Context: an optimization exercise on an open-source flow, tuned for small area, a short achievable clock period and few clock cycles. The choices shown serve that exercise and are no tape-out recipe.
No functional check of the RTL was part of any run shown here.
No activity file was given, so power comes from the tool's default toggle rates.

==> flow/design.v <==
module draw_lines(
      input          i_clk,
      input          i_reset,
      input   [10:0] i_x0,
      input   [10:0] i_x1,
      input   [10:0] i_y0,
      input   [10:0] i_y1,
      input          i_start,
      input          i_load_fifo,
      output         o_waiting,
      output         o_fifo_full,
      output         o_wr,
      output  [18:0] o_addr
    );
   localparam NR = 11;           
   localparam RW = 38;           
   function [11:0] ks_add;
      input [11:0] a, b;
      input        ci;
      reg   [11:0] p, g, pp, gg;
      integer i, d;
      begin
         p = a ^ b;
         g = a & b;
         gg = {g[11:1], g[0] | (p[0] & ci)};
         pp = p;
         for (d = 1; d < 12; d = d * 2) begin
            for (i = 11; i >= d; i = i - 1) begin
               gg[i] = gg[i] | (pp[i] & gg[i-d]);
               pp[i] = pp[i] & pp[i-d];
            end
         end
         ks_add = p ^ {gg[10:0], ci};
      end
   endfunction
   reg        idle;              
   reg        wr;                
   reg  [3:0] count;             
   reg        full;              
   reg  [NR-1:0] r_v;            
   reg           x_v, y_v, z_v, e_v;
   reg        e_last;            
   wire emit   = ~idle & e_v;    
   wire finish = emit & e_last;  
   wire [NR+3:0] vall = {e_v, z_v, y_v, x_v, r_v};      
   wire [NR+3:0] take;
   genvar gi;
   generate
      for (gi = 1; gi <= NR+3; gi = gi + 1) begin : g_take
         assign take[gi] = vall[gi-1] & (~&vall[NR+3:gi] | finish);
      end
   endgenerate
   assign take[0] = i_load_fifo;
   wire [3:0] count_nx = count + {3'd0, i_load_fifo} - {3'd0, finish};
   always @(posedge i_clk) begin
      if (i_reset) begin
         idle    <= 1'b1;
         wr      <= 1'b0;
         count   <= 4'd0;
         full    <= 1'b0;
         r_v     <= {NR{1'b0}};
         x_v     <= 1'b0;
         y_v     <= 1'b0;
         z_v     <= 1'b0;
         e_v     <= 1'b0;
      end else begin
         idle  <= idle ? ~i_start : (count == 4'd0);
         wr    <= emit;
         count <= count_nx;
         full  <= count_nx == 4'd15;
         r_v   <= (r_v & ~take[NR:1]) | take[NR-1:0];
         x_v   <= (x_v & ~take[NR+1]) | take[NR];
         y_v   <= (y_v & ~take[NR+2]) | take[NR+1];
         z_v   <= (z_v & ~take[NR+3]) | take[NR+2];
         e_v   <= (e_v & ~finish) | take[NR+3];
      end
   end
   assign o_waiting   = idle;
   assign o_fifo_full = full;
   assign o_wr        = wr;
   reg [RW-1:0] r_d [0:NR-1];
   always @(posedge i_clk) begin
      if (take[0])
         r_d[0] <= {i_x0[9:0], i_y0[8:0], i_x1[9:0], i_y1[8:0]};
   end
   generate
      for (gi = 1; gi < NR; gi = gi + 1) begin : g_raw
         always @(posedge i_clk) begin
            if (take[gi])
               r_d[gi] <= r_d[gi-1];
         end
      end
   endgenerate
   wire [9:0] h_x0 = r_d[NR-1][37:28];
   wire [8:0] h_y0 = r_d[NR-1][27:19];
   wire [9:0] h_x1 = r_d[NR-1][18:9];
   wire [8:0] h_y1 = r_d[NR-1][8:0];
   wire [10:0] dxp = {1'b0, h_x1} - {1'b0, h_x0};
   wire [10:0] dxn = {1'b0, h_x0} - {1'b0, h_x1};
   wire  [9:0] dyp = {1'b0, h_y1} - {1'b0, h_y0};
   wire  [9:0] dyn = {1'b0, h_y0} - {1'b0, h_y1};
   reg     [9:0] x_x0;           
   reg     [8:0] x_y0;
   reg     [9:0] x_adx;
   reg     [8:0] x_ady;
   reg           x_sx, x_sy;     
   always @(posedge i_clk) begin
      if (take[NR]) begin
         x_x0  <= h_x0;
         x_y0  <= h_y0;
         x_sx  <= dxp[10];
         x_sy  <= dyp[9];
         x_adx <= dxp[10] ? dxn[9:0] : dxp[9:0];
         x_ady <= dyp[9]  ? dyn[8:0] : dyp[8:0];
      end
   end
   reg     [9:0] y_x0;
   reg     [8:0] y_y0;
   reg     [9:0] y_adx;
   reg     [8:0] y_ady;
   reg           y_sx, y_sy, y_steep;
   always @(posedge i_clk) begin
      if (take[NR+1]) begin
         y_x0    <= x_x0;
         y_y0    <= x_y0;
         y_adx   <= x_adx;
         y_ady   <= x_ady;
         y_sx    <= x_sx;
         y_sy    <= x_sy;
         y_steep <= {1'b0, x_ady} > x_adx;
      end
   end
   wire        swap  = y_steep ? y_sy : y_sx;
   wire  [9:0] y_x1  = y_sx ? y_x0 - y_adx : y_x0 + y_adx;
   wire  [8:0] y_y1  = y_sy ? y_y0 - y_ady : y_y0 + y_ady;
   reg   [9:0] z_xs;
   reg   [8:0] z_ys;
   reg   [9:0] z_da, z_db;
   reg         z_steep, z_bpos;
   always @(posedge i_clk) begin
      if (take[NR+2]) begin
         z_xs    <= swap ? y_x1 : y_x0;
         z_ys    <= swap ? y_y1 : y_y0;
         z_da    <= y_steep ? {1'b0, y_ady} : y_adx;
         z_db    <= y_steep ? y_adx : {1'b0, y_ady};
         z_steep <= y_steep;
         z_bpos  <= ~(y_sx ^ y_sy);
      end
   end
   wire [9:0]  d1 = z_da - z_db;                             
   wire [10:0] e0 = {2'b0, z_da[9:1]} - {1'b0, z_db};        
   reg  [9:0] e_x;
   reg  [8:0] e_y;
   reg [10:0] e_err;             
   reg  [9:0] e_d1;              
   reg  [9:0] e_db;
   reg  [9:0] e_cnt;             
   reg        e_steep, e_bpos;
   wire        e_step   = e_err[10];
   wire [11:0] e_err_s_w  = ks_add({e_err[10], e_err}, {2'b0, e_d1}, 1'b0);
   wire [11:0] e_err_ns_w = ks_add({e_err[10], e_err}, {2'b11, ~e_db}, 1'b1);
   wire [10:0] e_err_s  = e_err_s_w[10:0];
   wire [10:0] e_err_ns = e_err_ns_w[10:0];
   wire        x_mv = ~e_steep | e_step;
   wire        x_up = ~e_steep | e_bpos;
   wire        y_mv =  e_steep | e_step;
   wire        y_up =  e_steep | e_bpos;
   wire  [9:0] e_x_nx = x_mv ? (x_up ? e_x + 10'd1 : e_x - 10'd1) : e_x;
   wire  [8:0] e_y_nx = y_mv ? (y_up ? e_y + 9'd1 : e_y - 9'd1) : e_y;
   always @(posedge i_clk) begin
      if (take[NR+3]) begin
         e_x     <= z_xs;
         e_y     <= z_ys;
         e_err   <= e0;
         e_d1    <= d1;
         e_db    <= z_db;
         e_cnt   <= z_da;
         e_last  <= (z_da == 10'd0);
         e_steep <= z_steep;
         e_bpos  <= z_bpos;
      end else if (emit) begin
         e_x     <= e_x_nx;
         e_y     <= e_y_nx;
         e_err   <= e_step ? e_err_s : e_err_ns;
         e_cnt   <= e_cnt - 10'd1;
         e_last  <= (e_cnt == 10'd1);
      end
   end
   reg [18:0] addr;
   wire [11:0] s_a = {1'b0, e_y, 2'b0};
   wire [11:0] s_b = {3'b0, e_y};
   wire [11:0] s_c = {9'b0, e_x[9:7]};
   wire [11:0] s_sum = s_a ^ s_b ^ s_c;
   wire [11:0] s_cry = (s_a & s_b) | (s_a & s_c) | (s_b & s_c);
   always @(posedge i_clk) begin
      addr[6:0]  <= e_x[6:0];
      addr[18:7] <= ks_add(s_sum, {s_cry[10:0], 1'b0}, 1'b0);
   end
   assign o_addr = addr;
endmodule
==> flow/run.sh <==
#!/bin/bash
# synth_recipe.tcl (not shown) runs the flow's synth.tcl, then flattens the netlist and writes it again
# the make line also repeats each setting of config.mk as NAME=value (left out here)
make -C /OpenROAD-flow-scripts/flow DESIGN_CONFIG=/design/flow/config.mk WORK_HOME=/design/flow/orfs CLKGATE_MAP_FILE= SYNTH_SCRIPT=/design/flow/synth_recipe.tcl finish
==> flow/config.mk <==
export PLATFORM = sky130hd
export DESIGN_NAME = draw_lines
export DESIGN_NICKNAME = draw_lines
export VERILOG_FILES = /design/flow/design.v
export SDC_FILE = /design/flow/constraint.sdc
export NUM_CORES = 4
export LEC_CHECK = 0
export ABC_AREA = 1
export CAP_MARGIN = 20
export CORE_MARGIN = 2
export CORE_UTILIZATION = 40
export CTS_CLUSTER_DIAMETER = 100
export CTS_CLUSTER_SIZE = 25
export SETUP_SLACK_MARGIN = 2.9
export SLEW_MARGIN = 20
==> flow/constraint.sdc <==
create_clock -name core_clock -period 5.0 [get_ports {i_clk}]
set_input_delay 1.0000 -clock core_clock [delete_from_list [all_inputs] [get_ports {i_clk}]]
set_output_delay 1.0000 -clock core_clock [all_outputs]
set_load 0.01 [all_outputs]
==> results.toml, run 1 <==
[die]
core_area_mm2 = 0.0669
die_x_um = 263
rows = 95
initial_utilization_pct = 40.2
io-pin-count = 70
die_h_um = 263
dieArea_mm2 = 0.0693

[cts]
ctsHtreeMaxLevel = 1
clock_latency_ns = 0.63
ctsLongestPathBuffers = 3
holdBufCountCts = 0
clk_pin_slew_ns = 0.10
clkSinkCount = 644
ctsRootBufferMaster = "clkbuf_16"
cts_tree = "built"
cts_made_buffers = 31

[sta]
finalCritPeriodShare_pct = 49.8
setup_violations = 0
tightest_slew_ns = 0.892
relSlewSlack_pct = 40.4
fin_setup_tns_ns = 0
post-route-min-period_ns = 2.49
hold_violations = 0
layout_setup_ws_ns = 2.51
max_freq_mhz = 402
drv_slew = 0
rsz0062_at_grt = "yes"
final.setup_skew_ns = 0.0315

[grt]
grt_antenna_before_repair = 0
grt_overflow = 0
grt.total_usage_pct = 12.8
grt_pass1_vias = 14707
grt_pass1_wl_um = 72400
grt_start_max_net_pins = 52

[final_layout]
final_area_mm2 = 0.0317
final_cell_mix = "edfxtp_1, nand2_1, inv_1"
area_growth_pct = 17.8
nets = 2428
fillers = 5812
layout.cells.non_filler = 3122
final_common_cell = "edfxtp_1"
diodes = 0
drive_above_1_share_pct = 18.1

[placed_design]
placed_cell_area_mm2 = 0.0287
port_buffers = 63
place_inst = 2961
pre_cts_ws_ns = 2.28
hpwl_um = 30300
gp_congestion = 0.881

[synth]
avgSynthCellArea_um2 = 13.1
yosysWarnings = 2
synth-seq-cells = 644
synth_flop_cell = "edfxtp_1"
mappedNetlistArea_mm2 = 0.0269
synth-seq-area-share_pct = 70.4
syn_nets = 2253
ys_types = 44
async_flop_share_pct = 0
synth_edf_count = 603
syn_inst = 2049

[worst_setup_path]
worstSetupPathType = "flop to flop"
cp_max_fo = 4
end_kind = "flop"
critPathArrivalTime_ns = 2.88
critPathRequiredTime_ns = 5.39
start_kind = "flop"

[power]
finalPower_mw = 8.84
vdd_drop_max_v = 0.000296
power.leakage_nw = 11.9
sequentialPowerShare_pct = 66.9
power_frac_comb_pct = 1.4
intPower_mw = 7.17
clockPowerShare_pct = 31.6
swShare_pct = 18.9
p_sw_mw = 1.67
p_per_area_mw_per_mm2 = 279

[route]
ant_nets = 0
wl_per_cell_um = 14.5
first_pass_iters = 4
drc_errors = 0
viasPerCell = 4.72
via_count = 14725
routed_wl_um = 45100
drt_iter0_drc = 674

[flow_run]
maxCapViolCount = 0

[status]
status = "complete, no violations"

[worst_hold_path]
hp-class = "flop to flop"
-- cells by family after synthesis --
kind of cell / Yosys count / share of synthesized area [%]
compound gates: 265 / 5.44
flops: 644 / 70.4
xor+xnor: 86 / 2.80
simple gates: 614 / 9.52
fa+ha+maj: 156 / 7.67
buf+inv: 284 / 4.20
-- worst paths after layout --
kind / start / endpoint / slack (ns) / depth (start not counted)
worst min register to register: r_d[7][7] / r_d[8][7] / 0.40 / 0
worst max register to register: y_adx[0] / z_xs[9] / 2.51 / 16
worst min-delay path: r_d[7][7] / r_d[8][7] / 0.40 / 0
worst max-delay path: y_adx[0] / z_xs[9] / 2.51 / 16
-- per-stage QoR --
| step | util [%] | hold slack [ns] |
|---|---|---|
| 2_1_floorplan | - | 0.355 |
| 3_3_place_gp | 42.9 | 0.373 |
| 3_5_place_dp | 42.9 | 0.373 |
| 4_1_cts | 45.9 | 0.396 |
| 5_1_grt | 47.3 | 0.422 |
| 6_report | 47.3 | 0.398 |
-- repair_timing --
item                       CTS  global route
gates cloned                 7             1
setup buffers               59            35
resized for setup          197           181
setup endpoints to repair  476           330
pin swaps                   49            85
-- cell usage after synthesis, types with 8 or more instances --
| cell type | instances | area (um^2) |
|---|---|---|
| nand4_1 | 14 | 87.6 |
| buf_2 | 8 | 40.0 |
| ha_1 | 141 | 1760 |
| nand3_1 | 98 | 490 |
| clkbuf_1 | 11 | 41.3 |
| o21bai_1 | 8 | 60.1 |
| a31oi_1 | 15 | 93.8 |
| o21ai_1 | 11 | 55.1 |
| a21oi_1 | 114 | 571 |
| nor2_1 | 85 | 319 |
| xnor2_1 | 27 | 236 |
| o21ai_0 | 85 | 425 |
| xor2_1 | 59 | 517 |
| inv_1 | 246 | 923 |
| dfxtp_1 | 41 | 821 |
| edfxtp_1 | 603 | 18100 |
| nand2_1 | 388 | 1460 |
| a21o_1 | 10 | 75.1 |
| fa_1 | 15 | 300 |
| nand3b_1 | 10 | 75.1 |
-- sequential cells by signal (all words and copies together), names as in the netlist, 10 cells and up --
name and flops:
addr 19, e_cnt 10, e_d1 10, e_db 10
e_err 11, e_x 10, r_d 418, r_v 11
x_adx 10, x_x0 10, y_adx 10, y_x0 10
z_da 10, z_db 10, z_xs 10
-- critical path: stages (launching register included) --
cell	delay [ns]
edfxtp_1	0.43
inv_2	0.11
ha_4	0.16
nand2_4	0.06
nor3_4	0.20
a31oi_1	0.11
xor2_1	0.14
inv_1	0.09
ha_4	0.27
nand2_4	0.07
inv_1	0.05
a21oi_2	0.17
nand3_4	0.12
nand3_4	0.08
nand3_2	0.08
nand2_1	0.08
nand2_1	0.05
-- per-layer routing --
layer | share of wire [%] | vias up | GRT usage [%]
met5 | 0 | - | 0
met4 | 3.0 | 0 | 3.91
met3 | 2.5 | 69 | 1.55
met2 | 54 | 191 | 24.6
met1 | 41 | 6976 | 14.7
li1 | - | 7489 | -
-- power groups by stage --
stage                     Sequential [mW]  Clock [mW]  Combinational (mW)
after floorplan                      6.04           0              0.0523
after global placement               6.04           0               0.102
after detailed placement             6.04           0               0.109
after CTS                            5.92        2.92               0.125
after global routing                 5.92        3.12               0.142
final                                5.92        2.80               0.127
-- cell type report --
type | count | area [um^2] | area share, %
clock buffers | 50 | 847 | 2.67
clock inverters | 8 | 92.6 | 0.292
inverters | 251 | 963 | 3.04
multi-input cells | 1128 | 8120 | 25.6
flip-flops and latches | 644 | 18900 | 59.8
well taps | 873 | 1090 | 3.45
repair buffers | 168 | 1620 | 5.12
==> inputs of run 2 (changes only) <==
--- a/flow/design.v
+++ b/flow/design.v
@@ -131,8 +131,10 @@
       end
    end
    wire        swap  = y_steep ? y_sy : y_sx;
-   wire  [9:0] y_x1  = y_sx ? y_x0 - y_adx : y_x0 + y_adx;
-   wire  [8:0] y_y1  = y_sy ? y_y0 - y_ady : y_y0 + y_ady;
+   wire [11:0] y_x1_w = ks_add({2'b0, y_x0}, {2'b0, y_adx ^ {10{y_sx}}}, y_sx);
+   wire [11:0] y_y1_w = ks_add({3'b0, y_y0}, {3'b0, y_ady ^ {9{y_sy}}}, y_sy);
+   wire  [9:0] y_x1  = y_x1_w[9:0];
+   wire  [8:0] y_y1  = y_y1_w[8:0];
    reg   [9:0] z_xs;
    reg   [8:0] z_ys;
    reg   [9:0] z_da, z_db;
==> run 2 against run 1 <==
Area after synthesis is 1.1% lower. Clock power is 3% lower. Routed wire length is 3.1% lower. First-iteration DRC count is 3.4% lower.
==> results.toml, run 2 <==
[placed_design]
hpwl_um = 29400
gp_congestion = 0.859
port_buffers = 63

[cts]
clock_latency_ns = 0.62
clk_pin_slew_ns = 0.10
ctsRootBufferMaster = "clkbuf_16"
ctsHtreeMaxLevel = 1
clkSinkCount = 644
holdBufCountCts = 0
cts_tree = "built"
cts_made_buffers = 30
ctsLongestPathBuffers = 3

[route]
drc_errors = 0
routed_wl_um = 43700
wl_per_cell_um = 14.4
first_pass_iters = 5
via_count = 14215
drt_iter0_drc = 651
ant_nets = 0
viasPerCell = 4.69

[die]
initial_utilization_pct = 40.4
core_area_mm2 = 0.0659
die_x_um = 262
io-pin-count = 70
dieArea_mm2 = 0.0686
die_h_um = 262
rows = 94

[grt]
grt_antenna_before_repair = 0
grt_pass1_vias = 14364
grt_pass1_wl_um = 70000
grt_start_max_net_pins = 43
grt.total_usage_pct = 12.7
grt_overflow = 0

[synth]
syn_inst = 1976
synth-xor-area-share_pct = 2.93
synth_top_family_by_area = "simple AND/OR/NAND/NOR gates"
synth_compound_area_share_pct = 5.86
yosys-top-cells-area = "edfxtp_1, ha_1, nand2_1, inv_1, dfxtp_1"
yosysTopAreaCell = "edfxtp_1"
yosys.area_share.simple_pct = 8.86
synthTopCellsByCount = "edfxtp_1, nand2_1, inv_1"
synth-seq-cells = 644
yosysTopAreaCellShare_pct = 68.0
yosys.area_share.adder_pct = 7.17
async_flop_share_pct = 0
synthMuxAreaShare_pct = 0.0376
ys_types = 51
yosysWarnings = 2
avgSynthCellArea_um2 = 13.5
synth_edf_count = 603
synth-seq-area-share_pct = 71.1
mappedNetlistArea_mm2 = 0.0266
synth_flop_cell = "edfxtp_1"
yosysMostFrequentCell = "edfxtp_1"
syn_nets = 2168

[final_layout]
drive_above_1_share_pct = 17.0
diodes = 0
largest-register = "r_d"
final_cell_mix = "edfxtp_1, nand2_1, inv_1"
largest_reg_flops = 418
nets = 2333
area_growth_pct = 16.2
reg_top3 = "r_d: 418 flops, addr: 19 flops"
final_common_cell = "edfxtp_1"

[worst_setup_path]
critPathRequiredTime_ns = 5.38
end_kind = "flop"
worstSetupPathType = "flop to flop"
reg2reg_slack_ns = 2.87
critPathArrivalTime_ns = 2.51
start_kind = "flop"
cp_max_fo = 4

[sta]
finalCritPeriodShare_pct = 42.5
final.setup_skew_ns = 0.0175
fin_setup_tns_ns = 0
post-route-min-period_ns = 2.13
setup_violations = 0
max_freq_mhz = 470
tightest_slew_ns = 0.831
drv_slew = 0
relSlewSlack_pct = 44.4
hold_violations = 0
rsz0062_at_grt = "yes"
holdWs_ns = 0.409

[worst_hold_path]
hp-class = "flop to flop"

[power]
p_per_area_mw_per_mm2 = 284
vdd_drop_max_v = 0.000285
power.leakage_nw = 11.5

[status]
status = "complete, no violations"

[flow_run]
maxCapViolCount = 0
run 2: cell types whose count changed after synthesis, sizes merged, moves of 11 or more:
cell and delta:
nand2 -25, o21ai +18, nand3 -32, inv -18, ha -11
run 2: metal layers:
layer  routed length (um)  track usage [%]
met5                    0                0
met3                 1070             1.48
met2                23800             25.1
met4                 1560             4.57
met1                17300             13.8
run 2: area by class of cell:
type	instances	area [um^2]
fill	5778	34900
timing repair inverter	5	38.8
multi-input combinational	1073	7500
inverter	235	928
timing repair buffer	152	1530
clock inverter	6	67.6
sequential	644	18900
clock buffer	49	822
tap	864	1080
run 2: final timing paths:
check | from | endpoint | depth (start not counted)
setup / recovery | y_sx | z_xs[8] | 14
hold / removal | r_d[2][31] | r_d[3][31] | 0
setup reg to reg | y_sx | z_xs[8] | 14
hold reg to reg | r_d[2][31] | r_d[3][31] | 0
run 2: critical path, stage by stage, from the launching register on:
cell and delay, ns:
edfxtp_1 0.42, buf_6 0.12, inv_2 0.03, o21ai_4 0.17
inv_2 0.06, fa_2 0.40, inv_2 0.06, nand3_2 0.06
nand2_2 0.09, nand3_2 0.07, nand2_2 0.10, a21oi_2 0.06
xnor2_1 0.11, nand2_1 0.05, nand2_1 0.06
run 2: cells by family (layout without fill, tap and decap cells):
kind of cell | count (synthesis) | in the layout
buffers and inverters | 266 | 447
XOR/XNOR | 89 | 89
adder cells (fa/ha/maj) | 144 | 144
AO/OA/AOI/OAI | 279 | 284
AND/OR/NAND/NOR | 553 | 555
multiplexers | 1 | 1
flip-flops | 644 | 644
run 2: repair_timing:
action                                  4_1_cts  5_1_grt
pin swaps                                    36       46
setup buffers                                54       28
endpoints found under the hold margin         0        0
endpoints found under the setup margin      571      102
gates resized for setup                     182      144
cloned                                       11        1
run 2: stage by stage:
stage | std cells | area, um^2 | setup WS (ns) | util (%) | power (mW)
finish | 3028 | 30900 | 2.87 | 46.9 | 8.77
CTS | 2997 | 30100 | 2.82 | 45.7 | 8.89
global placement | 2877 | 28300 | 2.21 | 43.0 | 6.16
floorplan | 1976 | 26700 | 2.59 | - | 6.10
detailed placement | 2877 | 28300 | 2.19 | 43.0 | 6.16
global route | 3028 | 30900 | 2.74 | 46.9 | 9.09
run 2: report_power, final:
group | switching [mW] | total [mW] | internal, mW | leakage [nW]
Clock | 1.56 | 2.71 | 1.15 | 0.422
Combinational | 0.0640 | 0.127 | 0.0633 | 5.25
Sequential | 0.0205 | 5.93 | 5.91 | 5.82
Total | 1.64 | 8.77 | 7.13 | 11.5
==> inputs of run 3 (changes only) <==
--- a/flow/design.v
+++ b/flow/design.v
@@ -40,8 +40,8 @@
    reg  [NR-1:0] r_v;            
    reg           x_v, y_v, z_v, e_v;
    reg        e_last;            
-   wire emit   = ~idle & e_v;    
-   wire finish = emit & e_last;  
+   wire emit   = e_v & (~idle | (i_start & ~e_last));
+   wire finish = ~idle & e_v & e_last;    
    wire [NR+3:0] vall = {e_v, z_v, y_v, x_v, r_v};      
    wire [NR+3:0] take;
    genvar gi;
@@ -99,30 +99,26 @@
    wire [10:0] dxn = {1'b0, h_x0} - {1'b0, h_x1};
    wire  [9:0] dyp = {1'b0, h_y1} - {1'b0, h_y0};
    wire  [9:0] dyn = {1'b0, h_y0} - {1'b0, h_y1};
-   reg     [9:0] x_x0;           
-   reg     [8:0] x_y0;
+   reg  [RW-1:0] x_pts;          
    reg     [9:0] x_adx;
    reg     [8:0] x_ady;
    reg           x_sx, x_sy;     
    always @(posedge i_clk) begin
       if (take[NR]) begin
-         x_x0  <= h_x0;
-         x_y0  <= h_y0;
+         x_pts <= r_d[NR-1];
          x_sx  <= dxp[10];
          x_sy  <= dyp[9];
          x_adx <= dxp[10] ? dxn[9:0] : dxp[9:0];
          x_ady <= dyp[9]  ? dyn[8:0] : dyp[8:0];
       end
    end
-   reg     [9:0] y_x0;
-   reg     [8:0] y_y0;
+   reg  [RW-1:0] y_pts;
    reg     [9:0] y_adx;
    reg     [8:0] y_ady;
    reg           y_sx, y_sy, y_steep;
    always @(posedge i_clk) begin
       if (take[NR+1]) begin
-         y_x0    <= x_x0;
-         y_y0    <= x_y0;
+         y_pts   <= x_pts;
          y_adx   <= x_adx;
          y_ady   <= x_ady;
          y_sx    <= x_sx;
@@ -131,18 +127,14 @@
       end
    end
    wire        swap  = y_steep ? y_sy : y_sx;
-   wire [11:0] y_x1_w = ks_add({2'b0, y_x0}, {2'b0, y_adx ^ {10{y_sx}}}, y_sx);
-   wire [11:0] y_y1_w = ks_add({3'b0, y_y0}, {3'b0, y_ady ^ {9{y_sy}}}, y_sy);
-   wire  [9:0] y_x1  = y_x1_w[9:0];
-   wire  [8:0] y_y1  = y_y1_w[8:0];
    reg   [9:0] z_xs;
    reg   [8:0] z_ys;
    reg   [9:0] z_da, z_db;
    reg         z_steep, z_bpos;
    always @(posedge i_clk) begin
       if (take[NR+2]) begin
-         z_xs    <= swap ? y_x1 : y_x0;
-         z_ys    <= swap ? y_y1 : y_y0;
+         z_xs    <= swap ? y_pts[18:9] : y_pts[37:28];
+         z_ys    <= swap ? y_pts[8:0]  : y_pts[27:19];
          z_da    <= y_steep ? {1'b0, y_ady} : y_adx;
          z_db    <= y_steep ? y_adx : {1'b0, y_ady};
          z_steep <= y_steep;
@@ -167,8 +159,10 @@
    wire        x_up = ~e_steep | e_bpos;
    wire        y_mv =  e_steep | e_step;
    wire        y_up =  e_steep | e_bpos;
-   wire  [9:0] e_x_nx = x_mv ? (x_up ? e_x + 10'd1 : e_x - 10'd1) : e_x;
-   wire  [8:0] e_y_nx = y_mv ? (y_up ? e_y + 9'd1 : e_y - 9'd1) : e_y;
+   wire [11:0] e_x_nx_w = ks_add({2'b0, e_x}, {{11{x_mv & ~x_up}}, x_mv}, 1'b0);
+   wire [11:0] e_y_nx_w = ks_add({3'b0, e_y}, {{11{y_mv & ~y_up}}, y_mv}, 1'b0);
+   wire  [9:0] e_x_nx = e_x_nx_w[9:0];
+   wire  [8:0] e_y_nx = e_y_nx_w[8:0];
    always @(posedge i_clk) begin
       if (take[NR+3]) begin
          e_x     <= z_xs;
==> run 3 against run 2 <==
Count of clock-buffer cells in the layout fell by 6. Critical endpoint is now e_y[8]. Largest power group unchanged. Total power increased by 8.6%. Largest cell class unchanged. Worst hold slack gained 0.0041 ns. Highest routed layer unchanged. Register-to-register slack got worse by 0.11 ns. Routed wire length is 0.67% higher. Clock power up 16%. Final area rose by 1.8%. Non-clock buffer count is 30 higher. Still clean. Core utilization is 0.070 points higher.
==> results.toml, run 3 <==
[status]
status = "complete, no violations"

[sta]
layout_setup_ws_ns = 2.76
fin_setup_tns_ns = 0
post-route-min-period_ns = 2.24
max_freq_mhz = 447
relSlewSlack_pct = 47.1
hold_violations = 0
tightest_slew_ns = 0.791
rsz0062_at_grt = "yes"
final.setup_skew_ns = 0.0184
setup_violations = 0
drv_slew = 0
finalCritPeriodShare_pct = 44.7
holdWs_ns = 0.413

[worst_hold_path]
hp-class = "flop to flop"

[final_layout]
final_common_cell = "edfxtp_1"
final_cell_mix = "edfxtp_1, nand2_1, inv_1"
final_util_pct = 47.0
diodes = 0
drive_above_1_share_pct = 19.9
nets = 2228
area_growth_pct = 16.8
largest-register = "r_d"
fillers = 5785
reg_top3 = "r_d: 418 flops, x_pts: 38 flops, y_pts: 38 flops"
largest_reg_flops = 418

[worst_setup_path]
reg2reg_slack_ns = 2.76
cp_max_fo = 3
start_kind = "flop"
r2r_cells = 11
r2r-end = "e_y[8]"
end_kind = "flop"
startpoint = "e_err[10]"
critPathRequiredTime_ns = 5.34
worstSetupPathType = "flop to flop"
crit_path_end = "e_y[8]"
critPathArrivalTime_ns = 2.58
reg2reg_from = "e_err[10]"

[power]
power.leakage_nw = 11.6
finalPower_mw = 9.52
vdd_drop_max_v = 0.000272
p_per_area_mw_per_mm2 = 303

[placed_design]
port_buffers = 63
hpwl_um = 28300
pre_cts_ws_ns = 1.82
gp_congestion = 0.849

[route]
drt_iter0_drc = 702
maxUsedRoutingLayer = "met4"
via_count = 13669
ant_nets = 0
drc_errors = 0
wl_met2_um = 23700
drt-met1-wl_um = 18000
first_pass_iters = 5
wl_per_cell_um = 15.0
route.met3.wl_um = 1190
viasPerCell = 4.65
routed_wl_um = 44000

[synth]
yosysMostFrequentCell = "edfxtp_1"
ys_types = 55
synth_flop_cell = "edfxtp_1"
mappedNetlistArea_mm2 = 0.0269
synth-seq-area-share_pct = 74.5
synth-xor-area-share_pct = 2.27
yosys.area_share.adder_pct = 6.33
avgSynthCellArea_um2 = 14.5
yosysTopAreaCellShare_pct = 71.5
synth-seq-cells = 682
synthTopCellsByCount = "edfxtp_1, nand2_1, inv_1"
yosysTopAreaCell = "edfxtp_1"
synth_compound_area_share_pct = 4.88
synth_edf_count = 641
synthMuxAreaShare_pct = 0.795
yosysWarnings = 2
async_flop_share_pct = 0
synth_top_family_by_area = "simple AND/OR/NAND/NOR gates"
yosys-top-cells-area = "edfxtp_1, ha_1, nand2_1, dfxtp_1, inv_1"
syn_inst = 1857
yosys.area_share.simple_pct = 7.51
syn_nets = 2034

[grt]
grt.total_usage_pct = 12.6
grt_start_max_net_pins = 63
grt_pass1_vias = 13837
grt_antenna_before_repair = 0
grt_overflow = 0
grt_pass1_wl_um = 70500

[cts]
ctsHtreeMaxLevel = 2
clock_latency_ns = 0.58
holdBufCountCts = 0
ctsRootBufferMaster = "clkbuf_16"
clk_pin_slew_ns = 0.10
cts_tree = "built"
cts_made_buffers = 35
ctsLongestPathBuffers = 3
clkSinkCount = 682

[die]
die_h_um = 263
die_x_um = 263
io-pin-count = 70
core_area_mm2 = 0.0669
dieArea_mm2 = 0.0694
initial_utilization_pct = 40.2
rows = 95

[flow_run]
maxCapViolCount = 0
[run 3: power by group]
part / leakage (nW) / switching (mW) / internal (mW)
registers: 6.16 / 0.0176 / 6.24
logic: 4.91 / 0.0649 / 0.0569
clock network: 0.517 / 1.74 / 1.40
total: 11.6 / 1.83 / 7.70
[run 3: how the worst min path moves through the flow]
stage,start,end,slack [ns],cells after the start
6_report,x_pts[17],y_pts[17],0.41,0
5_1_grt,r_d[7][11],r_d[8][11],0.42,0
4_1_cts,r_d[8][28],r_d[9][28],0.41,0
3_5_place_dp,r_d[9][19],r_d[10][19],0.40,0
3_3_place_gp,r_d[2][4],r_d[3][4],0.40,0
2_1_floorplan,e_x[0],addr[0],0.35,0
[run 3: cells by family (layout without fill, tap and decap cells)]
logic type	Yosys count	after routing
flip-flops	682	682
AND/OR/NAND/NOR	476	479
buffers and inverters	249	455
AO/OA/AOI/OAI	233	236
adder cells (fa/ha/maj)	129	129
XOR/XNOR	69	69
multiplexers	19	19
[run 3: through the flow]
step                area (um^2)  instances
floorplan                 27100       1857
global placement          28700       2769
detailed placement        28700       2769
CTS                       30700       2892
global route              31500       2942
finish                    31500       2942
[run 3: repair_timing]
action / CTS / global route
hold endpoints to repair: 0 / 0
pin swaps: 52 / 67
endpoints found under the setup margin: 395 / 203
buffers inserted: 61 / 48
gates cloned: 7 / 1
resized for setup: 220 / 93
[run 3: critical path, stage by stage (launching register included)]
cell and delay (ns):
edfxtp_1 0.44, buf_8 0.15, or2_4 0.23, ha_4 0.16, fa_2 0.37, nand3_2 0.07
nand2_2 0.07, nand4_1 0.08, o211ai_1 0.10, or2_4 0.24, nand3_2 0.05, nand2_1 0.04
[run 3: cell type report]
| class | count | area [um^2] | area share, % |
|---|---|---|---|
| well taps | 873 | 1090 | 3.47 |
| repair buffers | 182 | 1610 | 5.13 |
| flip-flops and latches | 682 | 20100 | 63.8 |
| inverters | 217 | 833 | 2.65 |
| clock buffers | 43 | 906 | 2.88 |
| repair inverters | 1 | 7.51 | 0.0239 |
| clock inverters | 12 | 156 | 0.497 |
| multi-input cells | 932 | 6770 | 21.5 |
[run 3: per-layer routing]
metal  vias up  global-route usage, %
li1       6916                      -
met2       161                   24.1
met1      6527                   14.3
met5         -                      0
met4         0                   3.91
met3        65                   1.82
==> inputs of run 4 (changes only) <==
--- a/flow/design.v
+++ b/flow/design.v
@@ -40,8 +40,8 @@
    reg  [NR-1:0] r_v;            
    reg           x_v, y_v, z_v, e_v;
    reg        e_last;            
-   wire emit   = e_v & (~idle | (i_start & ~e_last));
-   wire finish = ~idle & e_v & e_last;    
+   wire emit   = ~idle & e_v;    
+   wire finish = emit & e_last;  
    wire [NR+3:0] vall = {e_v, z_v, y_v, x_v, r_v};      
    wire [NR+3:0] take;
    genvar gi;
==> run 4 against run 3 <==
Still clean on timing, DRC and antenna. Global-route usage fell by 0.23 points. Non-clock buffer count rose by 7. Critical path depth unchanged. Clock power fell by 8.3%. Worst setup slack worse by 0.059 ns. Synthesized cell count up 0.22%. Via count grew 0.64%. Sequential power is essentially flat. Clock skew shrank 0.0021 ns. Count of clock-buffer cells in the layout is 11 higher. Flip-flop and latch count did not move. Largest power group unchanged.
==> results.toml, run 4 <==
[worst_setup_path]
crit_family = "simple AND/OR/NAND/NOR gates"
cp.buffers_inverters = 1
cp_max_fo = 3
r2r_cells = 11
worstSetupPathType = "flop to flop"
max_stage_delay_ns = 0.44
start_kind = "flop"
critPathArrivalTime_ns = 2.69
crit_cells = 11
end_kind = "flop"
worstPathCellList = "buf_8 -> or2_4 -> ha_4 -> fa_2 -> nand3_2 -> nand2_2 -> nand4_1 -> o211ai_1 -> or2_4 -> nand3_2 -> nand2_1"
crit_slowest_cell = "edfxtp_1"
critPathRequiredTime_ns = 5.39

[route]
drt-met1-wl_um = 17600
drc_errors = 0
drt_iter0_drc = 770
route.met3.wl_um = 986
viasPerCell = 4.65
wl_met2_um = 24600
ant_nets = 0
maxUsedRoutingLayer = "met4"
wl_per_cell_um = 14.9
routed_wl_um = 44100
first_pass_iters = 5
via_count = 13756

[grt]
grt_antenna_before_repair = 0
grt_start_max_net_pins = 61
grt.total_usage_pct = 12.3
grt_pass1_wl_um = 69200
grt_pass1_vias = 13715
grt_overflow = 0

[sta]
setup_violations = 0
relSlewSlack_pct = 42.8
holdWs_ns = 0.407
hold_violations = 0
drv_slew = 0
rsz0062_at_grt = "yes"
post-route-min-period_ns = 2.30
fin_setup_tns_ns = 0
final.setup_skew_ns = 0.0163
layout_setup_ws_ns = 2.70
finalCritPeriodShare_pct = 45.9
max_freq_mhz = 435
tightest_slew_ns = 0.855

[final_layout]
drive_above_1_share_pct = 18.7
largest_reg_flops = 418
diodes = 0
final_common_cell = "edfxtp_1"
fillers = 5802
largest-register = "r_d"
nets = 2237
area_growth_pct = 16.7
final_cell_mix = "edfxtp_1, nand2_1, inv_1"
reg_top3 = "r_d: 418 flops, x_pts: 38 flops, y_pts: 38 flops"

[synth]
yosysTopAreaCell = "edfxtp_1"
yosysTopAreaCellShare_pct = 71.4
yosysMostFrequentCell = "edfxtp_1"
syn_nets = 2038
async_flop_share_pct = 0
mappedNetlistArea_mm2 = 0.0269
avgSynthCellArea_um2 = 14.5
synth_edf_count = 641
syn_inst = 1861
synth_flop_cell = "edfxtp_1"
yosys-top-cells-area = "edfxtp_1, ha_1, nand2_1, inv_1, dfxtp_1"
ys_types = 56
synth-seq-area-share_pct = 74.5
synth-seq-cells = 682
yosysWarnings = 2
synthTopCellsByCount = "edfxtp_1, nand2_1, inv_1"

[die]
rows = 95
die_x_um = 264
io-pin-count = 70
die_h_um = 264
dieArea_mm2 = 0.0695
initial_utilization_pct = 40.3
core_area_mm2 = 0.0669

[worst_hold_path]
hp-class = "flop to flop"
min_path_cells = 0

[power]
power.leakage_nw = 11.6
vdd_drop_max_v = 0.000360
p_per_area_mw_per_mm2 = 295

[placed_design]
port_buffers = 63
gp_congestion = 0.847
pre_cts_ws_ns = 1.68
hpwl_um = 28800

[status]
status = "complete, no violations"

[cts]
ctsRootBufferMaster = "clkbuf_16"
holdBufCountCts = 0
ctsHtreeMaxLevel = 1
cts_tree = "built"
cts_made_buffers = 31
ctsLongestPathBuffers = 3
clkSinkCount = 682
clk_pin_slew_ns = 0.11
clock_latency_ns = 0.62

[flow_run]
maxCapViolCount = 0
run 4: cell types whose count changed in the layout (fill, tap and decap cells not counted), sizes merged, moves of 2 or more:
cell	delta
inv	+3
buf	+8
clkinv	-6
o21ai	-4
nor2	+2
nor3	+2
a31oi	+5
nand3	+2
clkbuf	+10
run 4: stage by stage:
stage / cells / power [mW] / util, % / instance area [um^2]
CTS: 2871 / 9.40 / 45.2 / 30300
floorplan: 1861 / 6.44 / - / 27100
global route: 2958 / 9.62 / 47.0 / 31400
finish: 2958 / 9.26 / 47.0 / 31400
global placement: 2773 / 6.49 / 42.9 / 28700
detailed placement: 2774 / 6.50 / 42.9 / 28700
run 4: repair_timing:
| item | in CTS | in global routing |
|---|---|---|
| endpoints found under the setup margin | 426 | 224 |
| buffers inserted | 32 | 84 |
| resized for setup | 180 | 123 |
| cloned | 7 | 3 |
| hold endpoints to repair | 0 | 0 |
| pin swaps | 34 | 57 |
run 4: metal layers:
| metal | vias to the layer above | track usage [%] |
|---|---|---|
| met3 | 50 | 1.52 |
| met1 | 6599 | 14.0 |
| met5 | - | 0 |
| met4 | 0 | 3.17 |
| li1 | 6965 | - |
| met2 | 142 | 24.3 |
run 4: kinds of logic (layout without fill, tap and decap cells):
family,count (synthesis),count (layout),synth area share [%]
flip-flops,682,682,74.5
AND/OR/NAND/NOR,476,481,7.56
buffers and inverters,256,471,3.77
AO/OA/AOI/OAI,230,234,4.81
adder cells (fa/ha/maj),129,129,6.32
XOR/XNOR,69,69,2.27
multiplexers,19,19,0.794
run 4: layout make-up:
class / instances / area (um^2) / area share (%)
clock buffer: 54 / 862 / 2.74
clock inverter: 4 / 66.3 / 0.211
inverter: 223 / 860 / 2.73
multi-input combinational: 932 / 6760 / 21.5
sequential: 682 / 20100 / 63.9
tap: 873 / 1090 / 3.47
timing repair buffer: 189 / 1700 / 5.41
timing repair inverter: 1 / 7.51 / 0.0239
run 4: worst reg2reg max path: cells and delay by family (launching register included):
| family | cells | cell delay, ns |
|---|---|---|
| and+or+nand+nor | 7 | 0.82 |
| adders and majority gates | 2 | 0.52 |
| DFF | 1 | 0.44 |
| buffers and inverters | 1 | 0.15 |
| AOI/OAI and AO/OA | 1 | 0.13 |
run 4: path summary, 6_finish.rpt:
kind | endpoint | slack (ns) | start
worst max-delay path | e_y[8] | 2.70 | e_err[10]
worst min-delay path | r_d[3][14] | 0.41 | r_d[2][14]
worst max register to register | e_y[8] | 2.70 | e_err[10]
worst min register to register | r_d[3][14] | 0.41 | r_d[2][14]
run 4: power breakdown:
| group | switching (mW) | leakage, nW | total (mW) | internal [mW] |
|---|---|---|---|---|
| sequential | 0.0183 | 6.16 | 6.26 | 6.24 |
| clock | 1.63 | 0.443 | 2.88 | 1.24 |
| combinational | 0.0657 | 5.04 | 0.125 | 0.0590 |
| total | 1.72 | 11.6 | 9.26 | 7.55 |

## separate check: timing with driven ports
In the flow no input, the clock included, has a driving cell. The finished layouts below were timed again as built, in two steps.
Step 1 assumes that a clkbuf_16 drives the clock port and a buf_2 every other input.
Step 2 moves the port delays by t, midway between the first and last clock arrival at a register: inputs arrive t later, outputs are due t later. That takes back most of the time a late clock gives input paths.
a / b / c = no drivers / after step 1 / after step 2; a / b = the first two.
run	t (ns)	slack for setup (ns)	worst data-port slew with drivers (ns)	cell pins on the clock port's net
run 1	0.673	2.512 / 2.512 / 2.409	0.04	1
run 2	0.669	2.873 / 2.839 / 2.443	0.04	1
run 3	0.627	2.763 / 2.763 / 2.386	0.04	1
run 4	0.675	2.703 / 2.703 / 2.504	0.03	1
After both steps every run listed still meets setup and hold. The setup slack of run 2, which loses most, moves by -0.034 ns with the drivers and by -0.430 ns with both steps.
